Background: an optimization exercise with open tools, aiming at small area and few clock cycles per item. Do not read the settings as production practice.
Only simulation tests tie the RTL to the original design; equivalence was not proved.
No activity file was given, so power comes from the tool's default toggle rates. The flow treats the clock pin as an ideal source, which a real chip does not have.

<file path="flow/config.mk">
export PLATFORM = sky130hd
export DESIGN_NAME = link_node
export DESIGN_NICKNAME = link_node
export VERILOG_FILES = /design/flow/design.v
export SDC_FILE = /design/flow/constraint.sdc
export NUM_CORES = 4
export LEC_CHECK = 0
export CAP_MARGIN = 20
export CORE_MARGIN = 2
export CORE_UTILIZATION = 40
export PLACE_DENSITY = 0.6
export SLEW_MARGIN = 20
</file>
<file path="flow/constraint.sdc">
create_clock -name core_clock -period 10.0 [get_ports {clk}]
set_input_delay 2.0000 -clock core_clock [delete_from_list [all_inputs] [get_ports {clk}]]
set_output_delay 2.0000 -clock core_clock [all_outputs]
set_load 0.01 [all_outputs]
</file>
<file path="flow/design.v">
module FIFO (
    input         clk,
    input         we,
    input  [3:0]  waddr,
    input  [15:0] wdata,
    input  [3:0]  raddr,
    output [15:0] rdata
);
    reg [15:0] mem [15:0];
    always @(posedge clk) begin
        if (we)
            mem[waddr] <= wdata;
    end
    assign rdata = mem[raddr];
endmodule
module cdc_sync (
    input   clk_dest,  
    input   rst_dest,  
    input   signal_in, 
    output  signal_out 
);
    reg s1_sync_reg ;
    reg s2_sync_reg ;
    always @(posedge clk_dest or posedge rst_dest) begin
        if (rst_dest) begin
            s1_sync_reg <= 1'b0;
            s2_sync_reg <= 1'b0;
        end
        else begin
            s1_sync_reg <= signal_in;
            s2_sync_reg <= s1_sync_reg;
        end
    end
    assign signal_out = s2_sync_reg;
endmodule
`timescale 1ns / 1ps
module transmitter (
    input          clk_tx,
    input          rst_tx,
    input   [15:0] data_in,
    input          wr_en,
    output         fifo_full,
    output  [15:0] parallel_data_out,
    output         parallel_valid_out,
    input          parallel_ready_in
);
    reg  [4:0] wr_ptr;
    reg  [4:0] rd_ptr;
    reg        not_empty;      
    reg        ready_seen;     
    wire ready_sync;
    cdc_sync sync_ready (
        .clk_dest   (clk_tx),
        .rst_dest   (rst_tx),
        .signal_in  (parallel_ready_in),
        .signal_out (ready_sync)
    );
    wire sent  = ready_sync && !ready_seen && not_empty;
    wire held16 = (wr_ptr == {~rd_ptr[4], rd_ptr[3:0]});
    assign fifo_full          = held16 && !sent;
    assign parallel_valid_out = not_empty && !ready_sync;
    wire write = wr_en && !fifo_full;
    wire [4:0] wr_next = wr_ptr + {4'd0, write};
    wire [4:0] rd_next = rd_ptr + {4'd0, sent};
    FIFO fifo (
        .clk   (clk_tx),
        .we    (write),
        .waddr (wr_ptr[3:0]),
        .wdata (data_in),
        .raddr (rd_ptr[3:0]),
        .rdata (parallel_data_out)
    );
    always @(posedge clk_tx or posedge rst_tx) begin
        if (rst_tx) begin
            wr_ptr     <= 5'd0;
            rd_ptr     <= 5'd0;
            not_empty  <= 1'b0;
            ready_seen <= 1'b0;
        end else begin
            wr_ptr     <= wr_next;
            rd_ptr     <= rd_next;
            not_empty  <= (wr_next != rd_next);
            ready_seen <= ready_sync;
        end
    end
endmodule
`timescale 1ns / 1ps
module Receiver (
    input  wire        clk_rx,
    input  wire        rst_rx,
    output wire [15:0] data_out,
    input  wire        rd_en,
    output wire        fifo_empty,
    input  wire [15:0] parallel_data_in,
    input  wire        parallel_valid_in,
    output wire        parallel_ready_out
);
    reg  [4:0] wr_ptr;      
    reg  [4:0] rd_ptr;      
    reg        taking;      
    reg        armed;       
    wire valid_sync;
    cdc_sync sync_valid (
        .clk_dest   (clk_rx),
        .rst_dest   (rst_rx),
        .signal_in  (parallel_valid_in),
        .signal_out (valid_sync)
    );
    wire [4:0] rd_head = rd_ptr + 5'd1;
    wire       full    = (wr_ptr == {~rd_head[4], rd_head[3:0]});
    assign fifo_empty  = (wr_ptr == rd_head);
    assign parallel_ready_out = valid_sync && armed;
    wire load  = !taking && !full && !parallel_ready_out;
    wire take  = !taking && parallel_ready_out;
    wire read  = rd_en && !fifo_empty;
    wire taking_next = taking ? valid_sync : take;
    FIFO fifo (
        .clk   (clk_rx),
        .we    (load),
        .waddr (wr_ptr[3:0]),
        .wdata (parallel_data_in),
        .raddr (rd_ptr[3:0]),
        .rdata (data_out)
    );
    always @(posedge clk_rx or posedge rst_rx) begin
        if (rst_rx) begin
            wr_ptr <= 5'd0;
            rd_ptr <= 5'h1f;
            taking <= 1'b0;
            armed  <= 1'b0;
        end else begin
            wr_ptr <= wr_ptr + {4'd0, take};
            rd_ptr <= rd_ptr + {4'd0, read};
            taking <= taking_next;
            armed  <= taking_next || load;
        end
    end
endmodule
`timescale 1ns / 1ps
module link_node (
    input  wire        clk,
    input  wire        rst,
    input  wire [15:0] tx_data_in,
    input  wire        tx_wr_en,
    output wire        tx_fifo_full,
    output wire [15:0] tx_parallel_data_out,
    output wire        tx_parallel_valid_out,
    input  wire        tx_parallel_ready_in,
    output wire [15:0] rx_data_out,
    input  wire        rx_rd_en,
    output wire        rx_fifo_empty,
    input  wire [15:0] rx_parallel_data_in,
    input  wire        rx_parallel_valid_in,
    output wire        rx_parallel_ready_out
);
    transmitter u_tx (
        .clk_tx             (clk),
        .rst_tx             (rst),
        .data_in            (tx_data_in),
        .wr_en              (tx_wr_en),
        .fifo_full          (tx_fifo_full),
        .parallel_data_out  (tx_parallel_data_out),
        .parallel_valid_out (tx_parallel_valid_out),
        .parallel_ready_in  (tx_parallel_ready_in)
    );
    Receiver u_rx (
        .clk_rx             (clk),
        .rst_rx             (rst),
        .data_out           (rx_data_out),
        .rd_en              (rx_rd_en),
        .fifo_empty         (rx_fifo_empty),
        .parallel_data_in   (rx_parallel_data_in),
        .parallel_valid_in  (rx_parallel_valid_in),
        .parallel_ready_out (rx_parallel_ready_out)
    );
endmodule
</file>
<file path="flow/flow/run.sh">
#!/bin/bash
# Own layout flow: the standard ORFS flow (standard.sh) with two changes:
#  - port buffers are sky130_fd_sc_hd__buf_1 (every input and output port still
#    gets its own buffer, as in the standard flow);
#  - clock tree synthesis without dummy loads, from small clock buffers.
# Everything else (synthesis, floorplan, power grid, placement, routing) is the
# standard flow. make's full output goes to flow_make.log here; ORFS's per-step
# logs stay under orfs/logs.
set -euo pipefail
cd "$(dirname "$0")/.."
export BUFFER_PORTS_ARGS="-buffer_cell sky130_fd_sc_hd__buf_1"
export CTS_ARGS="-sink_clustering_enable -repair_clock_nets -dont_use_dummy_load -buf_list {sky130_fd_sc_hd__clkbuf_4 sky130_fd_sc_hd__clkbuf_8}"
bash standard.sh finish > flow_make.log 2>&1
</file>
<file path="flow/standard.sh">
#!/bin/bash
# synth_recipe.tcl (not shown) runs the flow's synth.tcl, then flattens the netlist and writes it again
# the make line also repeats each setting of config.mk as NAME=value (left out here)
make -C /OpenROAD-flow-scripts/flow DESIGN_CONFIG=/design/flow/config.mk WORK_HOME=/design/flow/orfs CLKGATE_MAP_FILE= SYNTH_SCRIPT=/design/flow/synth_recipe.tcl "${@:-finish}"
</file>
==> impl_metrics.tcl, run 1 <==
set metrics [dict create \
    viasPerCell 5.50 \
    crit_type "flop to output port" \
    cts-buffers-inserted 89 \
    route.detailed.drc 0 \
    fin_area_sq_um 23600 \
    period_share_pct 56.2 \
    ios 74 \
    fin_setup_tns_ns 0 \
    portBuffers 73 \
    reg2reg_depth 7 \
    maxSlewViolCount 0 \
    grt_max_degree 65 \
    slew_headroom_pct 29.4 \
    preCtsSetupSlack_ns 4.92 \
    max_cap_violations 0 \
    clock_latency_ns 0.66 \
    reg2reg_slack_ns 6.45 \
    yosysUniqueCellTypes 40 \
    hold_ws_ns 0.347 \
    postPlaceCellArea_sq_um 22300 \
    grt-ovfl-total 0 \
    post-cts-setup-buffers 0 \
    post_drt_wl_per_cell_microns 24.6 \
    synthTopCellsByArea "edfxtp_1 (73%), mux4_2 (10%), mux2i_1 (3.0%), dfrtp_1 (2.7%), mux4_1 (2.0%)" \
    grt_antenna_before_repair 1 \
    wl_microns 44600 \
    cp_cell_sequence "buf_4 -> mux4_1 -> mux4_2 -> buf_1" \
    final_cell_mix "edfxtp_1 (512), mux4_2 (96), clkbuf_8 (89)" \
    crit_fanout 35 \
    grt_use_total_pct 16.8 \
    ant_nets 0 \
    vdd_drop_max_mv 0.179 \
    hold_path_depth 0 \
    grt_pass1_wl_microns 66400 \
    clock_path_buffers 3 \
    final_nets 1173 \
    tightest_slew_ns 1.06 \
    crit_arrival_ns 3.62 \
    die_h_microns 233 \
    cts_root_buf "clkbuf_8" \
    ys_seq_area_share_pct 76.5 \
    synthCells 972 \
    timing.final.ws_setup_ns 4.38 \
    ys.flop_type "edfxtp_1" \
    gp_congestion 0.739 \
    cp.required_ns 8.00 \
    endpoint_kind "output port" \
    skew_ns 0.0538 \
    synth_top_area_cell "edfxtp_1" \
    synth_area_sq_um 21000 \
    core_area_sq_um 52200 \
    top_regs "u_rx.fifo.mem (256), u_tx.fifo.mem (256)" \
    cts_resized 0 \
    r2r-end "u_rx.fifo.mem[13][3]$_DFFE_PP_" \
    crit_path_start_kind "flop" \
    cpPeakStageDelay_ns 1.00 \
    syn_area_per_cell_sq_um 21.6 \
    hold_start "u_tx.sync_ready.s1_sync_reg$_DFF_PP0_" \
    async_flop_share_pct 5.19 \
    leakage_nw 7.56 \
    synth_edf_count 512 \
    drive_above_1_share_pct 24.2 \
    syn-num-nets 1019 \
    grt_pass1_vias 10434 \
    synth_top_area_share_pct 73.1 \
    clkSlewWorstSetupHoldPaths_ns 0.05 \
    die_w_microns 233 \
    yosys_register_bits 540 \
    yosysWarnings 4 \
    die-area_sq_um 54400 \
    min_to "u_tx.sync_ready.s2_sync_reg$_DFF_PP0_" \
    place_hpwl_microns 24100 \
    first_pass_iters 5 \
    slowest_stage "dfstp_4" \
    p_per_area_nw_per_um2 271 \
    worstHoldPathType "flop to flop" \
    final_core_util_pct 45.2 \
    vias 9974 \
    htreeDepth 3 \
    num_rows 84 \
    dr.first_iter.drc_count 755 \
    hold_viol_final 0 \
    clock_sinks 540 \
    tritoncts "done" \
    cts_hold_buf 0 \
    clock.fmax_mhz 178 \
    reg2reg_from "u_rx.rd_ptr[0]$_DFF_PP1_" \
    final_common_cell "edfxtp_1" \
    rsz0062_at_grt "no" \
    start_util_pct 40.3 \
    area_growth_pct 12.3 \
    fin_crit_ns 5.62 \
    final-setup-viol-count 0 \
    status "complete, no violations" \
]
## final cells by class
| type | instances | area (sq um) |
|---|---|---|
| multi-input combinational | 375 | 4800 |
| tap | 688 | 861 |
| sequential | 540 | 16100 |
| inverter | 4 | 15.0 |
| antenna | 1 | 2.50 |
| timing repair buffer | 116 | 621 |
| fill | 4406 | 28600 |
| clock buffer | 89 | 1220 |
## critical path, delay by kind of cell (launching register included)
family   cells  cell delay [ns]
buf+inv      2             0.81
mux          2             1.15
flops        1             1.00
## cells in the mapped netlist, drive strengths merged (4+ instances only)
cell,number
a221oi,32
a22oi,16
buf,34
clkbuf,18
dfrtp,23
dfstp,5
edfxtp,512
ha,9
inv,4
mux2i,64
mux4,112
nand2,24
nand2b,5
nand3,12
nor2,5
nor3,27
nor4,7
o21ai,16
xnor2,19
xor2,12
## worst max-delay path by stage
stage                                   from                        endpoint  slack [ns]
finish              u_rx.rd_ptr[0]$_DFF_PP1_                 rx_data_out[11]        4.38
detailed placement  u_rx.rd_ptr[0]$_DFF_PP1_                 rx_data_out[11]        4.92
floorplan                           tx_wr_en  u_tx.fifo.mem[12][0]$_DFFE_PP_        5.82
global route        u_rx.rd_ptr[0]$_DFF_PP1_                 rx_data_out[11]        4.14
CTS                 u_rx.rd_ptr[0]$_DFF_PP1_                 rx_data_out[11]        4.23
global placement    u_rx.rd_ptr[0]$_DFF_PP1_                 rx_data_out[11]        4.92
## power breakdown
group	internal [mW]	total [mW]	switching [mW]
registers	2.73	2.99	0.252
logic	0.853	1.89	1.04
clock network	0.780	1.53	0.747
## cells by family after synthesis
group | share of synthesized area (%)
AO/OA/AOI/OAI | 2.52
XOR/XNOR | 1.29
adder cells (fa/ha/maj) | 0.535
buffers and inverters | 1.70
flip-flops | 76.5
multiplexers | 15.3
AND/OR/NAND/NOR | 2.16
## stage by stage
| step | std cells | power, mW |
|---|---|---|
| final | 1813 | 6.41 |
| after global routing | 1812 | 6.73 |
| after CTS | 1810 | 6.48 |
| after detailed placement | 1721 | 4.95 |
| after global placement | 1721 | 4.93 |
| after floorplan | 972 | 4.34 |
## routing by layer
metal  track usage [%]  wire length [microns]  vias up  part of all wire [%]
met1              22.7                  19500     5281                    44
met3              3.92                   2530       70                   5.7
met5                 0                      0        -                     0
met2              27.0                  21700      290                    49
li1                  -                      -     4333                     -
met4              5.47                    918        0                   2.1
Testbench counts, summed over its fixed seeds: cycles 4,080, items 1,024.
==> inputs of run 2 (changes only) <==
==> flow/run.sh (new file) <==
#!/bin/bash
# synth_recipe.tcl (not shown) runs the flow's synth.tcl, then flattens the netlist and writes it again
# the make line also repeats each setting of config.mk as NAME=value (left out here)
make -C /OpenROAD-flow-scripts/flow DESIGN_CONFIG=/design/flow/config.mk WORK_HOME=/design/flow/orfs CLKGATE_MAP_FILE= SYNTH_SCRIPT=/design/flow/synth_recipe.tcl finish
removed: flow/flow/run.sh
removed: flow/standard.sh
==> run 2 against run 1 <==
Against the previous run: still clean on timing, DRC and antenna; combinational power is about 10% higher; power grew 8.5%; sequential power about the same; critical path depth grew 1; die area did not move; highest routed layer is now met5.
==> impl_metrics.tcl, run 2 <==
set metrics [dict create \
    hold_ws_ns 0.360 \
    post_drt_wl_per_cell_microns 24.4 \
    dr.first_iter.drc_count 777 \
    clkSlewWorstSetupHoldPaths_ns 0.07 \
    cts_root_buf "clkbuf_16" \
    fillers 4334 \
    cp.required_ns 8.00 \
    seq_area_sq_um 16100 \
    viasPerCell 5.42 \
    fin_setup_tns_ns 0 \
    cts-buffers-inserted 56 \
    htreeDepth 2 \
    grt_use_total_pct 16.6 \
    ys.flop_type "edfxtp_1" \
    reg2reg_depth 11 \
    preCtsSetupSlack_ns 4.57 \
    grt-ovfl-total 0 \
    async_flop_share_pct 5.19 \
    synth_top_area_cell "edfxtp_1" \
    crit_fanout 54 \
    synth_most_common_cell "edfxtp_1" \
    cts_hold_buf 0 \
    die_h_microns 233 \
    final_core_util_pct 46.9 \
    tightest_slew_ns 1.04 \
    grt_antenna_before_repair 1 \
    crit_arrival_ns 4.01 \
    crit_type "flop to output port" \
    crit_start "u_tx.rd_ptr[0]$_DFF_PP0_" \
    place_hpwl_microns 24500 \
    ios 74 \
    slowest_stage "dfrtp_4" \
    crit_path_start_kind "flop" \
    yosys_register_bits 540 \
    p_per_area_nw_per_um2 284 \
    first_pass_iters 4 \
    start_util_pct 40.3 \
    rsz0062_at_grt "no" \
    ant_nets 0 \
    final_common_cell "edfxtp_1" \
    final_cell_mix "edfxtp_1 (512), mux4_2 (96), clkdlybuf4s50_1 (73)" \
    cp_cell_sequence "buf_4 -> mux4_2 -> a22oi_1 -> nand2_1 -> clkdlybuf4s50_1" \
    route.detailed.drc 0 \
    endpoint_kind "output port" \
    top_regs "u_rx.fifo.mem (256), u_tx.fifo.mem (256)" \
    maxSlewViolCount 0 \
    synthTopCellsByCount "edfxtp_1 (512), mux4_2 (96), mux2i_1 (64)" \
    tritoncts "done" \
    postPlaceCellArea_sq_um 22800 \
    hold_viol_final 0 \
    core_area_sq_um 52200 \
    yosysWarnings 4 \
    fin_cells 1824 \
    antenna_cells 0 \
    cp_num_buf_inv 2 \
    num_rows 84 \
    post-cts-setup-buffers 0 \
    clock_path_buffers 3 \
    grt_pass1_vias 10203 \
    skew_ns 0.0271 \
    synth_edf_count 512 \
    cp_num_cells 5 \
    r2r-end "u_tx.not_empty$_DFF_PP0_" \
    gp_congestion 0.718 \
    dpl.cell_count 1723 \
    syn-num-nets 1019 \
    yosysUniqueCellTypes 40 \
    die_w_microns 233 \
    cts_resized 0 \
    multiInputGateArea_sq_um 4790 \
    drive_above_1_share_pct 22.3 \
    cpPeakStageDelay_ns 1.08 \
    power_mw 6.96 \
    max_cap_violations 0 \
    status "complete, no violations" \
    synth_top_area_share_pct 73.1 \
    area_growth_pct 16.4 \
    clock.fmax_mhz 166 \
    wl_microns 44500 \
    grt_max_degree 67 \
    slew_headroom_pct 30.7 \
    die-area_sq_um 54400 \
    portBuffers 73 \
    synthTopCellsByArea "edfxtp_1 (73%), mux4_2 (10%), mux2i_1 (3.0%), dfrtp_1 (2.7%), mux4_1 (2.0%)" \
    worstHoldPathType "flop to flop" \
    clock_latency_ns 0.61 \
    synth_area_sq_um 21000 \
    leakage_nw 7.92 \
    vdd_drop_max_mv 0.224 \
    ys_seq_area_share_pct 76.5 \
    period_share_pct 60.1 \
    syn_area_per_cell_sq_um 21.6 \
    clock_sinks 540 \
    grt_pass1_wl_microns 65900 \
    fin_area_sq_um 24500 \
    synthCells 972 \
    final-setup-viol-count 0 \
    crit_family "buffers and inverters" \
    timing.final.ws_setup_ns 3.99 \
    final_nets 1140 \
    fin_crit_ns 6.01 \
    vias 9889 \
    reg2reg_slack_ns 5.25 \
    reg2reg_from "u_tx.rd_ptr[0]$_DFF_PP0_" \
    crit_path_end "tx_parallel_data_out[2]" \
    hold_start "u_rx.sync_valid.s1_sync_reg$_DFF_PP0_" \
]
-- run 2: cell counts after synthesis --
Identical to the previous run, type by type.
-- run 2: worst min path at each step --
stage	end	slack, ns	cells past startpoint
after floorplan	u_rx.sync_valid.s2_sync_reg$_DFF_PP0_	0.33	0
after global placement	u_rx.sync_valid.s2_sync_reg$_DFF_PP0_	0.33	0
after detailed placement	u_rx.sync_valid.s2_sync_reg$_DFF_PP0_	0.34	0
after CTS	u_tx.sync_ready.s2_sync_reg$_DFF_PP0_	0.36	0
after global routing	u_tx.sync_ready.s2_sync_reg$_DFF_PP0_	0.38	0
final	u_rx.sync_valid.s2_sync_reg$_DFF_PP0_	0.36	0
-- run 2: cells by family after synthesis --
family | after synthesis | share of synthesized area [%]
xor gates and xnor gates | 31 | 1.29
DFF | 540 | 76.5
adders and majority gates | 9 | 0.535
AOI/OAI and AO/OA | 70 | 2.52
and+or+nand+nor | 89 | 2.16
buffers and inverters | 57 | 1.70
muxes | 176 | 15.3
-- run 2: layout make-up --
cell class	count	area share, %
inverters	4	0.0613
flip-flops and latches	540	65.7
clock buffers	67	5.89
clock inverters	34	0.925
repair buffers	116	4.30
multi-input cells	375	19.6
well taps	688	3.52
-- run 2: worst reg2reg max path, stage by stage, from the launching register on --
cell and delay, ns:
dfrtp_4 1.08, buf_4 0.85, xnor2_1 0.24, o2111ai_1 0.20, o31ai_4 0.94, inv_2 0.04
ha_1 0.22, ha_1 0.23, xor2_1 0.19, xnor2_1 0.13, nand3_1 0.08, or3_1 0.39
-- run 2: where the power goes --
| part | total, mW | switching (mW) | leakage [nW] | internal (mW) |
|---|---|---|---|---|
| Combinational | 2.08 | 1.05 | 2.16 | 1.03 |
| Sequential | 2.98 | 0.245 | 4.94 | 2.73 |
| Clock | 1.90 | 0.843 | 0.815 | 1.05 |
| Total | 6.96 | 2.14 | 7.92 | 4.82 |
-- run 2: routing by layer --
metal  part of all wire (%)  GRT usage, %  up-vias
met5                  0.027             0        -
met4                    1.9          4.08        2
met3                    4.5          2.77       61
met2                     50          27.7      232
met1                     44          22.8     5256
li1                       -             -     4338
==> inputs of run 3 (changes only) <==
--- a/flow/config.mk
+++ b/flow/config.mk
@@ -6,7 +6,9 @@
 export NUM_CORES = 4
 export LEC_CHECK = 0
+export ABC_AREA = 1
 export CAP_MARGIN = 20
 export CORE_MARGIN = 2
-export CORE_UTILIZATION = 40
-export PLACE_DENSITY = 0.6
+export CORE_UTILIZATION = 55
+export CTS_BUF_LIST = sky130_fd_sc_hd__clkbuf_4 sky130_fd_sc_hd__clkbuf_8
+export PLACE_DENSITY = 0.65
 export SLEW_MARGIN = 20
==> run 3 against run 2 <==
Against the previous run: synthesized cell count is 76% higher; sequential power down 2%; die area shrank 25%; fmax shrank 5.0%; sequential cell count unchanged; global-route usage is 9.1 points higher; core utilization up 17 points; design area is 0.18% higher; critical path depth is 2 higher; power up 3.1%; largest power group unchanged; highest routed layer unchanged.
==> impl_metrics.tcl, run 3 <==
set metrics [dict create \
    final_common_cell "edfxtp_1" \
    reg2reg_slack_ns 5.51 \
    core_area_sq_um 38600 \
    leakage_nw 8.36 \
    tightest_slew_ns 1.09 \
    area_growth_pct 13.9 \
    fillers 2888 \
    synth_edf_count 512 \
    final_nets 1859 \
    p_sw_share_pct 36.6 \
    cpMostUsedCell "nand3_1" \
    crit_fanout 77 \
    timing.final.ws_setup_ns 3.67 \
    first_pass_iters 8 \
    async_flop_share_pct 5.19 \
    reg2reg_from "u_tx.rd_ptr[0]$_DFF_PP0_" \
    endpoint_kind "output port" \
    start_util_pct 55.7 \
    clkSlewWorstSetupHoldPaths_ns 0.06 \
    synthSimpleGateAreaFrac_pct 12.4 \
    grt_use_total_pct 25.7 \
    place_hpwl_microns 28700 \
    dr.first_iter.drc_count 1020 \
    vdd_drop_max_mv 0.227 \
    final_cell_mix "edfxtp_1 (512), nand2_1 (265), nor2_1 (251)" \
    seq_area_sq_um 16100 \
    slew_headroom_pct 27.2 \
    max_cap_violations 0 \
    crit_type "flop to output port" \
    muxShareOfSynthArea_pct 0 \
    synth_most_common_cell "edfxtp_1" \
    hold_ws_ns 0.349 \
    hold_start "u_rx.sync_valid.s1_sync_reg$_DFF_PP0_" \
    period_share_pct 63.3 \
    synth-xor-area-share_pct 0.610 \
    grt_pass1_wl_microns 78300 \
    fin_setup_tns_ns 0 \
    synthTopCellsByArea "edfxtp_1 (71%), nor2_1 (5.0%), o21ai_0 (4.9%), nand2_1 (4.6%), dfrtp_1 (2.7%)" \
    fin_crit_ns 6.33 \
    maxSlewViolCount 0 \
    cp_cell_sequence "clkinv_2 -> buf_4 -> o21ai_0 -> o211ai_1 -> nand3_1 -> nand3_1 -> clkdlybuf4s50_1" \
    hold_viol_final 0 \
    yosysWarnings 4 \
    synthCells 1713 \
    cpPeakStageDelay_ns 1.01 \
    yosys_register_bits 540 \
    route.detailed.drc 0 \
    synth_top_family_by_area "simple AND/OR/NAND/NOR gates" \
    fin_area_sq_um 24500 \
    status "complete, no violations" \
    rsz0062_at_grt "no" \
    synth_compound_area_share_pct 8.78 \
    die_h_microns 202 \
    p_switching_mw 2.63 \
    cts_resized 0 \
    p_per_area_nw_per_um2 292 \
    clock_sinks 540 \
    post-cts-setup-buffers 0 \
    clock_path_buffers 3 \
    crit_path_start_kind "flop" \
    num_rows 72 \
    hold_path_depth 0 \
    viasPerCell 5.68 \
    ys.flop_type "edfxtp_1" \
    cts_root_buf "clkbuf_8" \
    portBuffers 73 \
    preCtsSetupSlack_ns 4.42 \
    vias 13609 \
    seqPwrFrac_pct 40.8 \
    tritoncts "done" \
    power_mw 7.17 \
    synth_top_area_share_pct 71.4 \
    skew_ns 0.0312 \
    clock_latency_ns 0.64 \
    combPwrFrac_pct 34.3 \
    top_regs "u_rx.fifo.mem (256), u_tx.fifo.mem (256)" \
    wl_microns 51500 \
    postPlaceCellArea_sq_um 22900 \
    die-area_sq_um 40700 \
    worstHoldPathType "flop to flop" \
    internal_power_mw 4.55 \
    crit_arrival_ns 4.33 \
    post_drt_wl_per_cell_microns 21.5 \
    yosysUniqueCellTypes 31 \
    grt-ovfl-total 0 \
    grt_pass1_vias 13131 \
    cp.required_ns 8.00 \
    synth_top_area_cell "edfxtp_1" \
    final-setup-viol-count 0 \
    multiInputGateArea_sq_um 4910 \
    die_w_microns 202 \
    r2r-end "u_tx.fifo.mem[10][5]$_DFFE_PP_" \
    clockPowerShare_pct 24.9 \
    syn_area_per_cell_sq_um 12.6 \
    ant_nets 0 \
    min_to "u_rx.sync_valid.s2_sync_reg$_DFF_PP0_" \
    syn-num-nets 1760 \
    slowest_stage "dfstp_4" \
    synthTopCellsByCount "edfxtp_1 (512), nor2_1 (284), nand2_1 (265)" \
    cts-buffers-inserted 85 \
    ys_seq_area_share_pct 74.7 \
    grt_antenna_before_repair 4 \
    cts_hold_buf 0 \
    reg2reg_depth 8 \
    drive_above_1_share_pct 12.0 \
    clock.fmax_mhz 158 \
    grt_max_degree 78 \
    synth_area_sq_um 21500 \
    ios 74 \
    htreeDepth 3 \
    gp_congestion 0.785 \
    synthAdderAreaFrac_pct 0.523 \
]
-- run 3: cell count changes after synthesis, sizes merged, moves of 26 or more --
cell / previous run / this run
nor2: 5 / 284
o211ai: 0 / 56
nand3: 12 / 93
a221oi: 32 / 0
nor3: 27 / 1
inv: 4 / 48
nand2: 24 / 266
o21ai: 16 / 211
o22ai: 0 / 36
mux4: 112 / 0
mux2i: 64 / 0
clkbuf: 18 / 50
-- run 3: logic make-up (layout without fill, tap and decap cells) --
logic type	after synthesis	count (layout)
DFF	540	540
buffers and inverters	150	313
AOI/OAI and AO/OA	336	336
adders and majority gates	9	9
and+or+nand+nor	663	663
xor gates and xnor gates	15	15
other	0	2
-- run 3: how the worst max path moves through the flow --
stage                             start                       to  slack, ns  cells after the start
3_3_place_gp   u_tx.rd_ptr[0]$_DFF_PP0_  tx_parallel_data_out[7]       4.39                      9
3_5_place_dp   u_rx.rd_ptr[0]$_DFF_PP1_           rx_data_out[3]       4.42                      7
2_1_floorplan  u_rx.rd_ptr[1]$_DFF_PP1_           rx_data_out[0]       6.52                      7
5_1_grt        u_tx.rd_ptr[0]$_DFF_PP0_  tx_parallel_data_out[7]       3.40                      9
6_report       u_rx.rd_ptr[0]$_DFF_PP1_           rx_data_out[3]       3.67                      7
4_1_cts        u_rx.rd_ptr[0]$_DFF_PP1_           rx_data_out[3]       3.75                      7
-- run 3: power groups by stage --
stage	logic [mW]	registers [mW]	clock network (mW)
final	2.46	2.93	1.79
after global routing	2.70	2.95	1.92
after CTS	2.46	2.92	1.82
after detailed placement	2.45	2.97	0
after global placement	2.42	2.96	0
after floorplan	1.58	2.85	0
-- run 3: worst max-delay path: cells and delay by family (launching register included) --
family	cells	cell delay [ns]
AND/OR/NAND/NOR	2	0.34
flip-flops	1	1.01
AO/OA/AOI/OAI	2	0.39
buffers and inverters	3	1.88
-- run 3: final cells by class --
type,instances,share of cell area [%]
tap,518,2.64
multi-input combinational,1023,20.0
antenna,2,0.0204
timing repair buffer,111,4.25
clock inverter,25,0.495
inverter,51,0.791
clock buffer,126,6.15
sequential,540,65.6
-- run 3: through the flow --
stage          utilization [%]  instances
2_1_floorplan                -       1713
3_5_place_dp              59.2       2242
5_1_grt                   63.5       2395
4_1_cts                   63.4       2393
3_3_place_gp              59.1       2241
6_report                  63.5       2396
-- run 3: layer usage --
metal | routed length, microns | GRT usage [%]
met3 | 3670 | 5.35
met4 | 1300 | 9.11
met2 | 25700 | 43.3
met1 | 20900 | 33.4
met5 | 23 | 0
==> inputs of run 4 (changes only) <==
--- a/flow/design.v
+++ b/flow/design.v
@@ -12,5 +12,12 @@
             mem[waddr] <= wdata;
     end
-    assign rdata = mem[raddr];
+    reg [15:0] r;
+    integer i;
+    always @(*) begin
+        r = 16'd0;
+        for (i = 0; i < 16; i = i + 1)
+            r = r | (mem[i] & {16{raddr == i[3:0]}});
+    end
+    assign rdata = r;
 endmodule
 module cdc_sync (
==> flow/flow/run.sh (new file) <==
#!/bin/bash
# Own layout flow: the standard ORFS flow (standard.sh) with three changes,
# all made through ORFS's own variables:
#  - synthesis: ORFS's synthesis scripts and the standard flow's synthesis script as they
#    are, run from a copy of ORFS's scripts folder in which abc_speed.script is
#    replaced by flow/abc_speed.script: ABC maps the logic for area (&nf with
#    delay relaxed; the 10 ns clock leaves ample slack) and leaves buffering and
#    sizing to the placer's repair. Registers are untouched (same yosys passes,
#    dfflibmap before abc), so they match the standard synthesis;
#  - BUFFER_PORTS_ARGS: each input and output port still gets its own buffer,
#    as in the standard flow, but a sky130_fd_sc_hd__buf_1;
#  - CTS_ARGS: clock tree synthesis as ORFS runs it, but without dummy loads
#    and with larger sink clusters driven by clkbuf_8/clkbuf_16.
# make's full output goes to flow_make.log in the work folder; ORFS's per-step
# logs are under orfs/logs.
set -euo pipefail
cd "$(dirname "$0")/.."
rm -rf orfs_scripts
cp -r "$FLOW_HOME/scripts" orfs_scripts
cp flow/abc_speed.script orfs_scripts/abc_speed.script
export BUFFER_PORTS_ARGS="-buffer_cell sky130_fd_sc_hd__buf_1"
export CTS_ARGS="-sink_clustering_enable -repair_clock_nets -dont_use_dummy_load -buf_list {sky130_fd_sc_hd__clkbuf_8 sky130_fd_sc_hd__clkbuf_16} -sink_clustering_size 30 -sink_clustering_max_diameter 120"
bash standard.sh finish SCRIPTS_DIR="$PWD/orfs_scripts" > flow_make.log 2>&1
==> flow/flow/abc_speed.script (new file) <==
&get -n
&st
&dch
&nf -R 1000 -p
&put
topo
stime -c
==> flow/standard.sh (new file) <==
#!/bin/bash
# synth_recipe.tcl (not shown) runs the flow's synth.tcl, then flattens the netlist and writes it again
# the make line also repeats each setting of config.mk as NAME=value (left out here)
make -C /OpenROAD-flow-scripts/flow DESIGN_CONFIG=/design/flow/config.mk WORK_HOME=/design/flow/orfs CLKGATE_MAP_FILE= SYNTH_SCRIPT=/design/flow/synth_recipe.tcl "${@:-finish}"
==> flow/config.mk (replaced) <==
export PLATFORM = sky130hd
export DESIGN_NAME = link_node
export DESIGN_NICKNAME = link_node
export VERILOG_FILES = /design/flow/design.v
export SDC_FILE = /design/flow/constraint.sdc
export NUM_CORES = 4
export LEC_CHECK = 0
export CAP_MARGIN = 20
export CORE_MARGIN = 2
export CORE_UTILIZATION = 80
export PLACE_DENSITY = 0.88
export SLEW_MARGIN = 20
removed: flow/run.sh
==> run 4 against run 3 <==
Against the previous run: worst hold slack better by 0.0078 ns; non-clock buffer count up 16; count of clock-buffer cells in the layout down 105; sequential power about the same; synthesized cell count down 40%.
==> impl_metrics.tcl, run 4 <==
set metrics [dict create \
    status "complete, no violations" \
    seq_area_sq_um 16100 \
    gp_congestion 0.810 \
    vdd_drop_max_mv 0.207 \
    skew_ns 0.0239 \
    fillers 916 \
    grt_use_total_pct 38.0 \
    period_share_pct 65.1 \
    p_per_area_nw_per_um2 265 \
    wl_microns 48000 \
    synth_most_common_cell "edfxtp_1" \
    crit_fanout 16 \
    ys.flop_type "edfxtp_1" \
    htreeDepth 1 \
    die_w_microns 160 \
    final_common_cell "edfxtp_1" \
    endpoint_kind "output port" \
    grt_antenna_before_repair 0 \
    post_drt_wl_per_cell_microns 31.9 \
    die-area_sq_um 25700 \
    synthTopCellsByArea "edfxtp_1 (79%), a222oi_1 (4.4%), dfrtp_1 (3.0%), a221o_1 (2.6%), nand2_1 (2.0%)" \
    clkSlewWorstSetupHoldPaths_ns 0.11 \
    muxShareOfSynthArea_pct 0 \
    hold_start "u_tx.sync_ready.s1_sync_reg$_DFF_PP0_" \
    worstHoldPathType "flop to flop" \
    synthSimpleGateAreaFrac_pct 6.32 \
    crit_family "compound AO/OA/AOI/OAI gates" \
    grt_pass1_vias 11339 \
    fin_setup_tns_ns 0 \
    max_cap_violations 0 \
    synth_edf_count 512 \
    cts_hold_buf 0 \
    tightest_slew_ns 1.16 \
    power_mw 5.64 \
    top_regs "u_rx.fifo.mem (256), u_tx.fifo.mem (256)" \
    synth_top_area_cell "edfxtp_1" \
    clock_path_buffers 3 \
    dr.first_iter.drc_count 2778 \
    synth_compound_area_share_pct 9.09 \
    yosys_register_bits 540 \
    maxSlewViolCount 0 \
    crit_arrival_ns 4.51 \
    final_cell_mix "edfxtp_1 (512), nand2_1 (105), a222oi_1 (86)" \
    synthTopCellsByCount "edfxtp_1 (512), nand2_1 (105), a222oi_1 (86)" \
    final_nets 1233 \
    leakage_nw 6.73 \
    grt-ovfl-total 0 \
    synthAdderAreaFrac_pct 0.770 \
    yosysWarnings 4 \
    cpPeakStageDelay_ns 0.63 \
    area_growth_pct 9.05 \
    synth_top_family_by_area "compound AO/OA/AOI/OAI gates" \
    slowest_stage "a222oi_1" \
    final-setup-viol-count 0 \
    viasPerCell 7.81 \
    synthCells 1033 \
    grt_max_degree 31 \
    cp.required_ns 8.00 \
    tritoncts "done" \
    cp_num_buf_inv 2 \
    reg2reg_from "u_rx.rd_ptr[1]$_DFF_PP1_" \
    crit_start "u_rx.rd_ptr[1]$_DFF_PP1_" \
    cp_cell_sequence "clkinv_1 -> ha_1 -> and2_0 -> a222oi_1 -> a21boi_0 -> nand3_1 -> a221o_1 -> a221o_1 -> a221o_1 -> a221o_1 -> buf_1" \
    async_flop_share_pct 5.19 \
    drive_above_1_share_pct 8.89 \
    syn_area_per_cell_sq_um 18.9 \
    clock_latency_ns 0.55 \
    fin_crit_ns 6.51 \
    ys_seq_area_share_pct 82.4 \
    hold_viol_final 0 \
    crit_path_start_kind "flop" \
    slew_headroom_pct 22.5 \
    cpMostUsedCell "a221o_1" \
    die_h_microns 160 \
    antenna_cells 0 \
    grt_pass1_wl_microns 71200 \
    post-cts-setup-buffers 0 \
    clock_sinks 540 \
    vias 11753 \
    crit_type "flop to output port" \
    synth_area_sq_um 19500 \
    start_util_pct 80.9 \
    ant_nets 0 \
    route.detailed.drc 0 \
    syn-num-nets 1083 \
    synth-xor-area-share_pct 1.30 \
    ios 74 \
    core_area_sq_um 24100 \
    cts_root_buf "clkbuf_16" \
    portBuffers 73 \
    multiInputGateArea_sq_um 3550 \
    clock.fmax_mhz 154 \
    first_pass_iters 11 \
    cts_resized 0 \
    rsz0062_at_grt "no" \
    cts-buffers-inserted 21 \
    num_rows 57 \
    place_hpwl_microns 27200 \
    yosysUniqueCellTypes 31 \
    synth_top_area_share_pct 78.8 \
]
## run 4: changes by cell type after synthesis, sizes merged, moves of 48 or more
cell / delta
a221o: +50
a222oi: +86
buf: -49
clkbuf: -50
inv: -48
nand2: -161
nand3: -73
nor2: -258
o211ai: -55
o21ai: -211
## run 4: path summary, 6_finish.rpt
| path | end | slack [ns] | depth (start not counted) |
|---|---|---|---|
| worst min-delay path | u_tx.sync_ready.s2_sync_reg$_DFF_PP0_ | 0.36 | 0 |
| worst max register to register | u_rx.fifo.mem[4][13]$_DFFE_PP_ | 6.25 | 7 |
| worst max-delay path | rx_data_out[4] | 3.49 | 11 |
| min in group asynchronous | u_tx.not_empty$_DFF_PP0_ | 1.30 | 2 |
| worst min register to register | u_tx.sync_ready.s2_sync_reg$_DFF_PP0_ | 0.36 | 0 |
| max in group asynchronous | u_rx.rd_ptr[0]$_DFF_PP1_ | 8.22 | 3 |
## run 4: final cells by class
class | instances | share of cell area (%)
sequential | 540 | 75.6
multi-input combinational | 489 | 16.7
timing repair buffer | 127 | 3.28
clock buffer | 21 | 2.47
tap | 324 | 1.91
inverter | 4 | 0.0706
## run 4: worst reg2reg max path: stages (launching register included)
cell and delay (ns):
dfstp_2 0.62, ha_1 0.32, and3_1 0.92, xnor2_1 0.23, o21ba_1 0.17, nand2_1 0.44, nor4_2 0.34, buf_4 0.38
## run 4: per-stage QoR
stage / cell area [sq um] / hold WS, ns / util, % / cells / worst slack, ns
floorplan: 19500 / 0.331 / - / 1033 / 5.04
global placement: 20700 / 0.339 / 85.9 / 1483 / 4.53
detailed placement: 20700 / 0.340 / 86.0 / 1483 / 4.46
CTS: 21200 / 0.359 / 88.1 / 1504 / 3.68
global route: 21300 / 0.360 / 88.3 / 1505 / 3.46
finish: 21300 / 0.357 / 88.3 / 1505 / 3.49
## run 4: routing by layer
layer / global-route usage [%] / wire length, microns / vias to the layer above / part of all wire [%]
met5: 0 / 0 / - / 0
met4: 9.17 / 1460 / 0 / 3.0
met3: 9.56 / 8100 / 153 / 17
met2: 59.8 / 22700 / 1346 / 47
met1: 56.1 / 15800 / 5596 / 33
li1: - / - / 4658 / -
## run 4: cell families after synthesis
family,Yosys count
buffers and inverters,4
adders and majority gates,12
and+or+nand+nor,257
xor gates and xnor gates,29
DFF,540
AOI/OAI and AO/OA,191
## run 4: power breakdown
group          internal (mW)  total, mW  switching, mW  leakage, nW
logic                  0.642       1.75           1.11         1.53
clock network          0.381      0.984          0.603        0.259
registers               2.72       2.90          0.182         4.94
total                   3.74       5.64           1.90         6.73
Testbench counts of run 4, summed over its fixed seeds: cycles 4,080, items 1,024.
==> inputs of run 5 (changes only) <==
--- a/flow/design.v
+++ b/flow/design.v
@@ -118,5 +118,5 @@
     assign fifo_empty  = (wr_ptr == rd_head);
     assign parallel_ready_out = valid_sync && armed;
-    wire load  = !taking && !full && !parallel_ready_out;
+    wire load  = !taking && !full && valid_sync && !armed;
     wire take  = !taking && parallel_ready_out;
     wire read  = rd_en && !fifo_empty;
--- a/flow/config.mk
+++ b/flow/config.mk
@@ -8,5 +8,5 @@
 export CAP_MARGIN = 20
 export CORE_MARGIN = 2
-export CORE_UTILIZATION = 80
-export PLACE_DENSITY = 0.88
+export CORE_UTILIZATION = 70
+export PLACE_DENSITY = 0.8
 export SLEW_MARGIN = 20
==> run 5 against run 4 <==
Against the previous run: clock power shrank 0.8%; die area grew 14%; non-clock buffer count grew 5; largest cell class unchanged.
==> impl_metrics.tcl, run 5 <==
set metrics [dict create \
    skew_ns 0.0219 \
    yosysWarnings 4 \
    cp_cell_sequence "clkinv_1 -> ha_1 -> and2_0 -> buf_4 -> a222oi_1 -> nand4_1 -> a221o_1 -> a221o_1 -> a221o_1 -> a221o_1 -> a221o_1 -> buf_1" \
    final-setup-viol-count 0 \
    cpPeakStageDelay_ns 0.61 \
    maxSlewViolCount 0 \
    top_regs "u_rx.fifo.mem (256), u_tx.fifo.mem (256)" \
    leakage_nw 6.74 \
    cts_resized 0 \
    slew_headroom_pct 29.4 \
    top_layer "met5" \
    first_pass_iters 6 \
    synth_top_family_by_area "compound AO/OA/AOI/OAI gates" \
    crit_arrival_ns 4.02 \
    dr.first_iter.drc_count 1895 \
    cts_root_buf "clkbuf_16" \
    hold_viol_final 0 \
    synth_area_sq_um 19500 \
    fillers 1537 \
    clock_sinks 540 \
    htreeDepth 1 \
    grt_pass1_vias 10352 \
    die_h_microns 171 \
    wl_met2_microns 20000 \
    syn_area_per_cell_sq_um 18.8 \
    hold_start "u_rx.sync_valid.s1_sync_reg$_DFF_PP0_" \
    route.detailed.drc 0 \
    num_rows 61 \
    die_w_microns 171 \
    synth_edf_count 512 \
    tritoncts "done" \
    synth_compound_area_share_pct 8.66 \
    clkSlewWorstSetupHoldPaths_ns 0.11 \
    clock_latency_ns 0.55 \
    reg2reg_from "u_rx.rd_ptr[0]$_DFF_PP1_" \
    post-cts-setup-buffers 0 \
    synth-xor-area-share_pct 1.30 \
    ys.flop_type "edfxtp_1" \
    portBuffers 73 \
    worstHoldPathType "flop to flop" \
    gp_congestion 0.836 \
    ant_nets 0 \
    min_to "u_rx.sync_valid.s2_sync_reg$_DFF_PP0_" \
    post_drt_wl_per_cell_microns 26.8 \
    endpoint_kind "output port" \
    die-area_sq_um 29200 \
    synth_most_common_cell "edfxtp_1" \
    yosys_register_bits 540 \
    core_area_sq_um 27600 \
    yosysUniqueCellTypes 30 \
    dpl.cell_count 1548 \
    grt_use_total_pct 29.1 \
    synthTopCellsByArea "edfxtp_1 (79%), a222oi_1 (4.4%), dfrtp_1 (3.0%), nand2_1 (2.1%), a221o_1 (2.0%)" \
    synth_top_area_share_pct 78.9 \
    muxShareOfSynthArea_pct 0 \
    rsz0062_at_grt "no" \
    final_common_cell "edfxtp_1" \
    route.met3.wl_microns 5100 \
    crit_fanout 16 \
    reg2reg_slack_ns 6.33 \
    period_share_pct 60.2 \
    r2r-end "u_rx.fifo.mem[4][5]$_DFFE_PP_" \
    area_growth_pct 9.30 \
    cpMostUsedCell "a221o_1" \
    viasPerCell 6.86 \
    hold_ws_ns 0.360 \
    tightest_slew_ns 1.06 \
    grt_pass1_wl_microns 61500 \
    grt_max_degree 31 \
    fin_crit_ns 6.02 \
    synthCells 1038 \
    grt-ovfl-total 0 \
    start_util_pct 70.5 \
    clock_path_buffers 3 \
    crit_path_start_kind "flop" \
    ys_seq_area_share_pct 82.5 \
    cts-buffers-inserted 21 \
    hold_path_depth 0 \
    fin_cells 1571 \
    place_hpwl_microns 25400 \
    ios 74 \
    async_flop_share_pct 5.19 \
    synthAdderAreaFrac_pct 0.771 \
    crit_type "flop to output port" \
    final_cell_mix "edfxtp_1 (512), nand2_1 (111), a222oi_1 (86)" \
    max_cap_violations 0 \
    reg2reg_depth 7 \
    synthTopCellsByCount "edfxtp_1 (512), nand2_1 (111), a222oi_1 (86)" \
    vias 10782 \
    vdd_drop_max_mv 0.201 \
    p_per_area_nw_per_um2 252 \
    fin_setup_tns_ns 0 \
    cts_hold_buf 0 \
    clock.fmax_mhz 166 \
    slowest_stage "dfstp_2" \
    status "complete, no violations" \
    m1WireLength_microns 16100 \
    synthSimpleGateAreaFrac_pct 6.66 \
    synth_top_area_cell "edfxtp_1" \
    syn-num-nets 1088 \
    final_nets 1243 \
    drive_above_1_share_pct 8.56 \
    grt_antenna_before_repair 3 \
    wl_microns 42100 \
    cp.required_ns 8.00 \
]
==> run 5: report_power, final <==
group          switching (mW)  total, mW  leakage, nW  internal, mW
Sequential              0.142       2.82         4.94          2.68
Clock                   0.595      0.976        0.259         0.381
Combinational           0.953       1.56         1.53         0.604
Total                    1.69       5.36         6.74          3.67
==> run 5: kinds of logic after synthesis <==
logic type               count (synthesis)
AO/OA/AOI/OAI                          182
adder cells (fa/ha/maj)                 12
AND/OR/NAND/NOR                        272
buffers and inverters                    3
flip-flops                             540
XOR/XNOR                                29
==> run 5: per-layer routing <==
layer | up-vias | track usage [%]
met5 | - | 0
met4 | 2 | 7.70
met3 | 73 | 5.30
met2 | 731 | 46.2
met1 | 5309 | 43.0
li1 | 4667 | -
==> run 5: area by class of cell <==
type / count / area [sq um] / area share (%)
tap: 378 / 473 / 2.22
clock buffer: 21 / 526 / 2.47
timing repair buffer: 132 / 717 / 3.37
antenna: 2 / 5.00 / 0.0235
sequential: 540 / 16100 / 75.5
inverter: 3 / 11.3 / 0.0529
multi-input combinational: 495 / 3480 / 16.3
==> run 5: worst max path at each step <==
stage / slack, ns / endpoint / startpoint
2_1_floorplan: 5.01 / rx_data_out[0] / u_rx.rd_ptr[0]$_DFF_PP1_
3_3_place_gp: 4.77 / rx_data_out[3] / u_rx.rd_ptr[0]$_DFF_PP1_
3_5_place_dp: 4.62 / rx_data_out[3] / u_rx.rd_ptr[0]$_DFF_PP1_
4_1_cts: 4.01 / rx_data_out[3] / u_rx.rd_ptr[0]$_DFF_PP1_
5_1_grt: 3.85 / rx_data_out[7] / u_rx.rd_ptr[0]$_DFF_PP1_
6_report: 3.98 / rx_data_out[3] / u_rx.rd_ptr[0]$_DFF_PP1_
==> run 5: per-stage QoR <==
stage | util (%) | instance area [sq um] | power [mW] | setup WS (ns)
after global routing | 77.1 | 21300 | 5.58 | 3.85
final | 77.1 | 21300 | 5.36 | 3.98
after global placement | 75.2 | 20800 | 4.37 | 4.77
after detailed placement | 75.2 | 20800 | 4.42 | 4.62
after CTS | 77.1 | 21300 | 5.36 | 4.01
after floorplan | - | 19500 | 3.79 | 5.01
==> run 5: worst max-delay path: cells and delay by family (launching register included) <==
kind | cells | cell delay [ns]
buffers and inverters | 3 | 0.46
DFF | 1 | 0.61
adders and majority gates | 1 | 0.25
and+or+nand+nor | 2 | 0.30
AOI/OAI and AO/OA | 6 | 1.86
Testbench counts of run 5, summed over its fixed seeds: cycles 4,584, items 1,024.
==> inputs of run 6 (changes only) <==
--- a/flow/design.v
+++ b/flow/design.v
@@ -4,5 +4,5 @@
     input  [3:0]  waddr,
     input  [15:0] wdata,
-    input  [3:0]  raddr,
+    input  [15:0] rsel,
     output [15:0] rdata
 );
@@ -17,5 +17,5 @@
         r = 16'd0;
         for (i = 0; i < 16; i = i + 1)
-            r = r | (mem[i] & {16{raddr == i[3:0]}});
+            r = r | (mem[i] & {16{rsel[i]}});
     end
     assign rdata = r;
@@ -52,6 +52,7 @@
     input          parallel_ready_in
 );
-    reg  [4:0] wr_ptr;
-    reg  [4:0] rd_ptr;
+    reg  [3:0] wr_ptr;         
+    reg [15:0] rd_sel;         
+    reg  [4:0] count;          
     reg        not_empty;      
     reg        ready_seen;     
@@ -63,29 +64,30 @@
         .signal_out (ready_sync)
     );
-    wire sent  = ready_sync && !ready_seen && not_empty;
-    wire held16 = (wr_ptr == {~rd_ptr[4], rd_ptr[3:0]});
-    assign fifo_full          = held16 && !sent;
+    wire sent = ready_sync && !ready_seen && not_empty;
+    assign fifo_full          = count[4] && !sent;
     assign parallel_valid_out = not_empty && !ready_sync;
     wire write = wr_en && !fifo_full;
-    wire [4:0] wr_next = wr_ptr + {4'd0, write};
-    wire [4:0] rd_next = rd_ptr + {4'd0, sent};
+    wire [4:0] count_next = count + {4'd0, write} - {4'd0, sent};
     FIFO fifo (
         .clk   (clk_tx),
         .we    (write),
-        .waddr (wr_ptr[3:0]),
+        .waddr (wr_ptr),
         .wdata (data_in),
-        .raddr (rd_ptr[3:0]),
+        .rsel  (rd_sel),
         .rdata (parallel_data_out)
     );
     always @(posedge clk_tx or posedge rst_tx) begin
         if (rst_tx) begin
-            wr_ptr     <= 5'd0;
-            rd_ptr     <= 5'd0;
+            wr_ptr     <= 4'd0;
+            rd_sel     <= 16'd1;
+            count      <= 5'd0;
             not_empty  <= 1'b0;
             ready_seen <= 1'b0;
         end else begin
-            wr_ptr     <= wr_next;
-            rd_ptr     <= rd_next;
-            not_empty  <= (wr_next != rd_next);
+            wr_ptr     <= wr_ptr + {3'd0, write};
+            if (sent)
+                rd_sel <= {rd_sel[14:0], rd_sel[15]};
+            count      <= count_next;
+            not_empty  <= (count_next != 5'd0);
             ready_seen <= ready_sync;
         end
@@ -103,6 +105,7 @@
     output wire        parallel_ready_out
 );
-    reg  [4:0] wr_ptr;      
-    reg  [4:0] rd_ptr;      
+    reg  [3:0] wr_ptr;      
+    reg [15:0] rd_sel;      
+    reg  [4:0] count;       
     reg        taking;      
     reg        armed;       
@@ -114,9 +117,8 @@
         .signal_out (valid_sync)
     );
-    wire [4:0] rd_head = rd_ptr + 5'd1;
-    wire       full    = (wr_ptr == {~rd_head[4], rd_head[3:0]});
-    assign fifo_empty  = (wr_ptr == rd_head);
+    wire full         = count[4];
+    assign fifo_empty = (count == 5'd0);
     assign parallel_ready_out = valid_sync && armed;
-    wire load  = !taking && !full && valid_sync && !armed;
+    wire load  = !taking && !full && !parallel_ready_out;
     wire take  = !taking && parallel_ready_out;
     wire read  = rd_en && !fifo_empty;
@@ -125,18 +127,21 @@
         .clk   (clk_rx),
         .we    (load),
-        .waddr (wr_ptr[3:0]),
+        .waddr (wr_ptr),
         .wdata (parallel_data_in),
-        .raddr (rd_ptr[3:0]),
+        .rsel  (rd_sel),
         .rdata (data_out)
     );
     always @(posedge clk_rx or posedge rst_rx) begin
         if (rst_rx) begin
-            wr_ptr <= 5'd0;
-            rd_ptr <= 5'h1f;
+            wr_ptr <= 4'd0;
+            rd_sel <= 16'h8000;
+            count  <= 5'd0;
             taking <= 1'b0;
             armed  <= 1'b0;
         end else begin
-            wr_ptr <= wr_ptr + {4'd0, take};
-            rd_ptr <= rd_ptr + {4'd0, read};
+            wr_ptr <= wr_ptr + {3'd0, take};
+            if (read)
+                rd_sel <= {rd_sel[14:0], rd_sel[15]};
+            count  <= count + {4'd0, take} - {4'd0, read};
             taking <= taking_next;
             armed  <= taking_next || load;
==> flow/flow/run.sh (replaced) <==
#!/bin/bash
# Own layout flow: the standard ORFS flow (standard.sh, standard synthesis
# unchanged) with two changes made through ORFS's own variables:
#  - BUFFER_PORTS_ARGS: each input and output port still gets its own buffer,
#    as in the standard flow, but a sky130_fd_sc_hd__buf_1;
#  - CTS_ARGS: clock tree synthesis as ORFS runs it, but without dummy loads
#    and with larger sink clusters driven by clkbuf_8/clkbuf_16.
# make's full output goes to flow_make.log in the work folder; ORFS's per-step
# logs are under orfs/logs.
set -euo pipefail
cd "$(dirname "$0")/.."
export BUFFER_PORTS_ARGS="-buffer_cell sky130_fd_sc_hd__buf_1"
export CTS_ARGS="-sink_clustering_enable -repair_clock_nets -dont_use_dummy_load -buf_list {sky130_fd_sc_hd__clkbuf_8 sky130_fd_sc_hd__clkbuf_16} -sink_clustering_size 30 -sink_clustering_max_diameter 120"
bash standard.sh finish > flow_make.log 2>&1
--- a/flow/config.mk
+++ b/flow/config.mk
@@ -8,5 +8,5 @@
 export CAP_MARGIN = 20
 export CORE_MARGIN = 2
-export CORE_UTILIZATION = 70
-export PLACE_DENSITY = 0.8
+export CORE_UTILIZATION = 65
+export PLACE_DENSITY = 0.75
 export SLEW_MARGIN = 20
removed: flow/flow/abc_speed.script
==> run 6 against run 5 <==
Against the previous run: count of clock-buffer cells in the layout grew 1; critical endpoint is now tx_parallel_data_out[8]; largest cell class unchanged; combinational power is 73% lower; highest routed layer unchanged; global-route usage fell by 1.2 points; first-iteration DRC count down 40%; sequential power rose by 2%; die area increased by 14%; clock skew grew 0.0055 ns; final cell count down 2.4%; setup slack better by 1.6 ns; sequential cell count up 30; sequential share of layout area is 0.63 points higher; core utilization shrank 6.9 points.
==> impl_metrics.tcl, run 6 <==
set metrics [dict create \
    hold_viol_final 0 \
    tightest_slew_ns 1.14 \
    viasPerCell 7.03 \
    syn_area_per_cell_sq_um 19.1 \
    cts_hold_buf 0 \
    die_w_microns 183 \
    vias 10770 \
    p_per_area_nw_per_um2 197 \
    yosysWarnings 4 \
    cts-buffers-inserted 22 \
    hold_path_depth 0 \
    dr.first_iter.drc_count 1142 \
    synth_top_area_cell "edfxtp_1" \
    reg2reg_depth 5 \
    status "complete, no violations" \
    ys_seq_area_share_pct 81.2 \
    yosysUniqueCellTypes 35 \
    slew_headroom_pct 24.0 \
    crit_fanout 18 \
    clock_path_buffers 3 \
    max_cap_violations 0 \
    preCtsSetupSlack_ns 5.75 \
    synth_most_common_cell "edfxtp_1" \
    worstHoldPathType "flop to flop" \
    grt_pass1_wl_microns 67500 \
    clock_sinks 570 \
    leakage_nw 7.13 \
    crit_arrival_ns 2.46 \
    clock.fmax_mhz 224 \
    final_core_util_pct 70.2 \
    cp.required_ns 8.00 \
    power_mw 4.34 \
    grt_antenna_before_repair 1 \
    skew_ns 0.0274 \
    timing.final.ws_setup_ns 5.54 \
    top_regs "u_rx.fifo.mem (256), u_tx.fifo.mem (256)" \
    synthCells 1083 \
    async_flop_share_pct 10.2 \
    grt-ovfl-total 0 \
    portBuffers 73 \
    grt_pass1_vias 10739 \
    route.detailed.drc 0 \
    drive_above_1_share_pct 9.92 \
    tritoncts "done" \
    clkSlewWorstSetupHoldPaths_ns 0.11 \
    fin_setup_tns_ns 0 \
    start_util_pct 65.9 \
    cts_root_buf "clkbuf_16" \
    die_h_microns 183 \
    crit_path_start_kind "flop" \
    yosys_register_bits 570 \
    htreeDepth 1 \
    synthTopCellsByArea "edfxtp_1 (74%), dfrtp_1 (6.8%), a221oi_1 (5.4%), a22o_1 (5.4%), mux2_2 (1.7%)" \
    place_hpwl_microns 25400 \
    post_drt_wl_per_cell_microns 29.8 \
    synth_top_area_share_pct 74.2 \
    final_common_cell "edfxtp_1" \
    cts_resized 0 \
    syn-num-nets 1138 \
    ant_nets 0 \
    grt_max_degree 59 \
    grt_use_total_pct 27.9 \
    synth_area_sq_um 20700 \
    vdd_drop_max_mv 0.173 \
    gp_congestion 0.774 \
    rsz0062_at_grt "no" \
    period_share_pct 44.6 \
    core_area_sq_um 31500 \
    clock_latency_ns 0.56 \
    synthTopCellsByCount "edfxtp_1 (512), a221oi_1 (128), a22o_1 (128)" \
    ys.flop_type "edfxtp_1" \
    fin_crit_ns 4.46 \
    area_growth_pct 6.60 \
    crit_type "flop to output port" \
    final_cell_mix "edfxtp_1 (512), a22o_1 (128), a221oi_1 (128)" \
    final-setup-viol-count 0 \
    first_pass_iters 5 \
    final_nets 1186 \
    endpoint_kind "output port" \
    wl_microns 45800 \
    post-cts-setup-buffers 0 \
    ios 74 \
    num_rows 65 \
    fillers 1970 \
    die-area_sq_um 33300 \
    maxSlewViolCount 0 \
    synth_edf_count 512 \
]
run 6: kinds of logic after synthesis:
family	count (synthesis)	share of synthesized area (%)
buf+inv	90	1.76
fa+ha+maj	17	1.10
xor+xnor	12	0.507
flops	570	81.2
simple gates	96	2.56
compound gates	267	11.2
mux	31	1.68
run 6: final timing paths:
check	start	endpoint	slack [ns]
max in group asynchronous	rst	u_tx.rd_sel[12]$_DFFE_PP0P_	7.88
min in group asynchronous	rst	u_rx.sync_valid.s2_sync_reg$_DFF_PP0_	1.63
worst min register to register	u_rx.sync_valid.s1_sync_reg$_DFF_PP0_	u_rx.sync_valid.s2_sync_reg$_DFF_PP0_	0.35
worst min-delay path	u_rx.sync_valid.s1_sync_reg$_DFF_PP0_	u_rx.sync_valid.s2_sync_reg$_DFF_PP0_	0.35
worst max register to register	u_tx.ready_seen$_DFF_PP0_	u_tx.fifo.mem[1][2]$_DFFE_PP_	6.53
worst max-delay path	u_tx.rd_sel[9]$_DFFE_PP0P_	tx_parallel_data_out[8]	5.54
run 6: power breakdown:
| part | internal, mW | switching [mW] | leakage, nW |
|---|---|---|---|
| clock | 0.398 | 0.640 | 0.271 |
| combinational | 0.139 | 0.289 | 1.50 |
| sequential | 2.79 | 0.0904 | 5.36 |
| total | 3.32 | 1.02 | 7.13 |
run 6: final cells by class:
type / count / area [sq um] / area share, %
sequential: 570 / 16800 / 76.1
multi-input combinational: 423 / 3670 / 16.6
clock buffer: 22 / 551 / 2.49
tap: 402 / 503 / 2.28
timing repair buffer: 94 / 463 / 2.09
inverter: 20 / 75.1 / 0.340
antenna: 2 / 5.00 / 0.0226
run 6: stage by stage:
stage / cells / cell area [sq um] / hold slack [ns]
final: 1533 / 22100 / 0.348
after global routing: 1531 / 22100 / 0.369
after CTS: 1530 / 22100 / 0.348
after detailed placement: 1508 / 21500 / 0.341
after global placement: 1506 / 21500 / 0.333
after floorplan: 1083 / 20700 / 0.331
run 6: critical path, cell delays in order (launching register included):
cell and delay [ns]:
dfrtp_1 0.76, a22o_1 0.36, a221oi_1 0.37, nand4_1 0.24, buf_1 0.18
run 6: metal layers:
| metal | global-route usage [%] | vias to the layer above | wire, microns |
|---|---|---|---|
| met3 | 3.31 | 84 | 3310 |
| met5 | 0 | - | 13 |
| met1 | 37.8 | 5603 | 17800 |
| met4 | 8.90 | 2 | 1450 |
| li1 | - | 4578 | - |
| met2 | 48.1 | 503 | 23200 |
Testbench counts of run 6, summed over its fixed seeds: cycles 4,080, items 1,024.
==> inputs of run 7 (changes only) <==
--- a/flow/design.v
+++ b/flow/design.v
@@ -120,5 +120,5 @@
     assign fifo_empty = (count == 5'd0);
     assign parallel_ready_out = valid_sync && armed;
-    wire load  = !taking && !full && !parallel_ready_out;
+    wire load  = !taking && !full && valid_sync && !armed;
     wire take  = !taking && parallel_ready_out;
     wire read  = rd_en && !fifo_empty;
==> run 7 against run 6 <==
Against the previous run: still clean on timing, DRC and antenna; clock skew down 0.011 ns; final cell count increased by 0.52%; design area grew 0.18%; die area rose by 0.11%; sequential share of layout area is 0.14 points lower; clock power about the same; worst hold slack improved by 0.013 ns; core utilization grew 0.13 points; routed wire length up 2.6%; non-clock buffer count is 5 higher; global-route usage rose by 0.83 points; critical path type unchanged; largest power group unchanged.
==> impl_metrics.tcl, run 7 <==
set metrics [dict create \
    endpoint_kind "output port" \
    syn-num-nets 1142 \
    cp.required_ns 8.00 \
    cts_hold_buf 0 \
    slowest_stage "dfrtp_1" \
    cts-buffers-inserted 22 \
    vdd_drop_max_mv 0.179 \
    synthTopCellsByArea "edfxtp_1 (74%), dfrtp_1 (6.8%), a221oi_1 (5.4%), a22o_1 (5.4%), mux2_2 (1.7%)" \
    htreeDepth 1 \
    slew_headroom_pct 24.6 \
    synth_top_area_cell "edfxtp_1" \
    async_flop_share_pct 10.2 \
    grt_max_degree 59 \
    yosysUniqueCellTypes 39 \
    period_share_pct 44.3 \
    fin_crit_ns 4.43 \
    p_sw_share_pct 23.0 \
    yosysWarnings 4 \
    grt-ovfl-total 0 \
    hold_start "u_tx.sync_ready.s1_sync_reg$_DFF_PP0_" \
    viasPerCell 7.18 \
    fin_setup_tns_ns 0 \
    ant_nets 0 \
    final_cell_mix "edfxtp_1 (512), a221oi_1 (128), a22o_1 (128)" \
    synth_most_common_cell "edfxtp_1" \
    crit_family "flip-flops" \
    cts_root_buf "clkbuf_16" \
    fin_cells 1541 \
    die_h_microns 183 \
    post-cts-setup-buffers 0 \
    reg2reg_slack_ns 6.82 \
    ios 74 \
    synthTopCellsByCount "edfxtp_1 (512), a221oi_1 (128), a22o_1 (128)" \
    ys.flop_type "edfxtp_1" \
    fin_area_sq_um 22100 \
    maxSlewViolCount 0 \
    internal_power_mw 3.28 \
    seqPwrFrac_pct 66.5 \
    dr.first_iter.drc_count 1302 \
    vias 11069 \
    cp_num_buf_inv 1 \
    final-setup-viol-count 0 \
    crit_fanout 18 \
    crit_path_start_kind "flop" \
    tightest_slew_ns 1.13 \
    worstHoldPathType "flop to flop" \
    place_hpwl_microns 25800 \
    crit_start "u_rx.rd_sel[1]$_DFFE_PP0P_" \
    fillers 1892 \
    syn_area_per_cell_sq_um 19.1 \
    clock_sinks 570 \
    die_w_microns 183 \
    post_drt_wl_per_cell_microns 30.5 \
    tritoncts "done" \
    area_growth_pct 6.67 \
    route.detailed.drc 0 \
    ys_seq_area_share_pct 81.1 \
    grt_pass1_wl_microns 69200 \
    clock_latency_ns 0.56 \
    combPwrFrac_pct 9.3 \
    num_rows 65 \
    hold_ws_ns 0.361 \
    grt_antenna_before_repair 2 \
    grt_use_total_pct 28.7 \
    drive_above_1_share_pct 10.7 \
    leakage_nw 7.18 \
    crit_arrival_ns 2.43 \
    portBuffers 73 \
    p_per_area_nw_per_um2 192 \
    synthCells 1087 \
    grt_pass1_vias 11112 \
    yosys_register_bits 570 \
    final_nets 1195 \
    hold_viol_final 0 \
    cpPeakStageDelay_ns 0.79 \
    max_cap_violations 0 \
    synth_top_area_share_pct 74.1 \
    crit_type "flop to output port" \
    gp_congestion 0.779 \
    start_util_pct 65.9 \
    top_regs "u_rx.fifo.mem (256), u_tx.fifo.mem (256)" \
    dpl.cell_count 1518 \
    status "complete, no violations" \
    cts_resized 0 \
    synth_area_sq_um 20800 \
    synth_edf_count 512 \
    rsz0062_at_grt "no" \
    first_pass_iters 5 \
    final_core_util_pct 70.3 \
    wl_microns 46900 \
    clkSlewWorstSetupHoldPaths_ns 0.11 \
    skew_ns 0.0166 \
    cp_cell_sequence "a22o_1 -> a221oi_1 -> nand4_1 -> buf_1" \
    clock_path_buffers 3 \
    postPlaceCellArea_sq_um 21600 \
    p_switching_mw 0.979 \
    clock.fmax_mhz 226 \
    die-area_sq_um 33400 \
    reg2reg_from "u_rx.count[2]$_DFF_PP0_" \
    core_area_sq_um 31500 \
    final_common_cell "edfxtp_1" \
    clockPowerShare_pct 24.2 \
]
## run 7: worst register-to-register path: cells and delay by family (launching register included)
kind | cells | cell delay (ns)
adders and majority gates | 4 | 1.03
DFF | 1 | 0.41
AOI/OAI and AO/OA | 2 | 0.22
buffers and inverters | 5 | 0.38
and+or+nand+nor | 2 | 0.92
xor gates and xnor gates | 1 | 0.13
## run 7: per-layer routing
layer	part of all wire, %	up-vias	track usage [%]
met5	0.064	-	0
met4	2.2	4	7.23
met3	12	89	4.89
met2	47	720	45.2
met1	39	5650	43.0
li1	-	4606	-
## run 7: metrics by stage
stage / total power, mW / setup slack, ns
after floorplan: 3.11 / 5.75
after detailed placement: 3.28 / 5.68
after CTS: 4.27 / 5.57
after global placement: 3.25 / 5.74
final: 4.26 / 5.57
after global routing: 4.40 / 5.45
## run 7: logic make-up (layout without fill, tap and decap cells)
family,Yosys count,after routing,synth area share [%]
AO/OA/AOI/OAI,265,265,11.1
XOR/XNOR,12,12,0.506
adder cells (fa/ha/maj),17,17,1.10
buffers and inverters,93,144,1.75
flip-flops,570,570,81.1
multiplexers,31,31,1.68
other,0,1,0
AND/OR/NAND/NOR,99,99,2.78
## run 7: area by class of cell
cell class	count	area, sq um	share of cell area [%]
Multi-Input combinational cell	424	3700	16.7
Inverter	23	86.3	0.390
Tap cell	402	503	2.27
Timing Repair Buffer	99	469	2.12
Sequential cell	570	16800	76.0
Antenna cell	1	2.50	0.0113
Clock buffer	22	551	2.49
## run 7: final timing paths
kind	end	cells after the start
min reg2reg	u_tx.sync_ready.s2_sync_reg$_DFF_PP0_	0
min in group asynchronous	u_tx.sync_ready.s1_sync_reg$_DFF_PP0_	3
max reg2reg	u_rx.count[4]$_DFF_PP0_	14
max in group asynchronous	u_tx.rd_sel[6]$_DFFE_PP0P_	3
max	rx_data_out[1]	4
min	u_tx.sync_ready.s2_sync_reg$_DFF_PP0_	0
## run 7: power groups by stage
stage	Combinational, mW	Sequential (mW)	Clock [mW]
6_report	0.395	2.83	1.03
5_1_grt	0.443	2.85	1.11
4_1_cts	0.397	2.83	1.04
3_5_place_dp	0.395	2.89	0
3_3_place_gp	0.377	2.88	0
2_1_floorplan	0.261	2.85	0
Testbench counts of run 7, summed over its fixed seeds: cycles 4,584, items 1,024.

==> separate check: timing with driven ports <==
In the flow no input, the clock included, has a driving cell. The finished layouts below were timed again as built, in two steps. Step 1: set_driving_cell puts a clkbuf_16 on clk and a buf_2 on each other input, an assumption about the parent block. Step 2, shift: input delay + t, output delay - t, t = (earliest + latest rising clock arrival at the registers) / 2. This alone moves slack from input paths to output paths. a / b / c = ideal ports / drivers / drivers and shift; a / b = the first two.
run	t (ns)	slack for setup (ns)	hold slack, ns	worst slew at a driven data input, ns	cell pins on the clock port's net
run 1	0.679	4.381 / 4.334 / 5.013	0.347 / 0.347 / 0.347	0.10	1
run 2	0.653	3.992 / 3.938 / 4.590	0.360 / 0.360 / 0.360	0.08	1
run 3	0.666	3.675 / 3.630 / 4.296	0.349 / 0.349 / 0.349	0.12	1
run 4	0.587	3.492 / 3.442 / 4.028	0.357 / 0.357 / 0.357	0.07	1
run 5	0.585	3.978 / 3.927 / 4.512	0.360 / 0.360 / 0.360	0.09	1
run 6	0.598	5.536 / 5.487 / 5.761	0.348 / 0.348 / 0.348	0.07	1
run 7	0.603	5.568 / 5.513 / 5.689	0.361 / 0.361 / 0.361	0.08	1
After both steps every run listed still meets setup and hold.
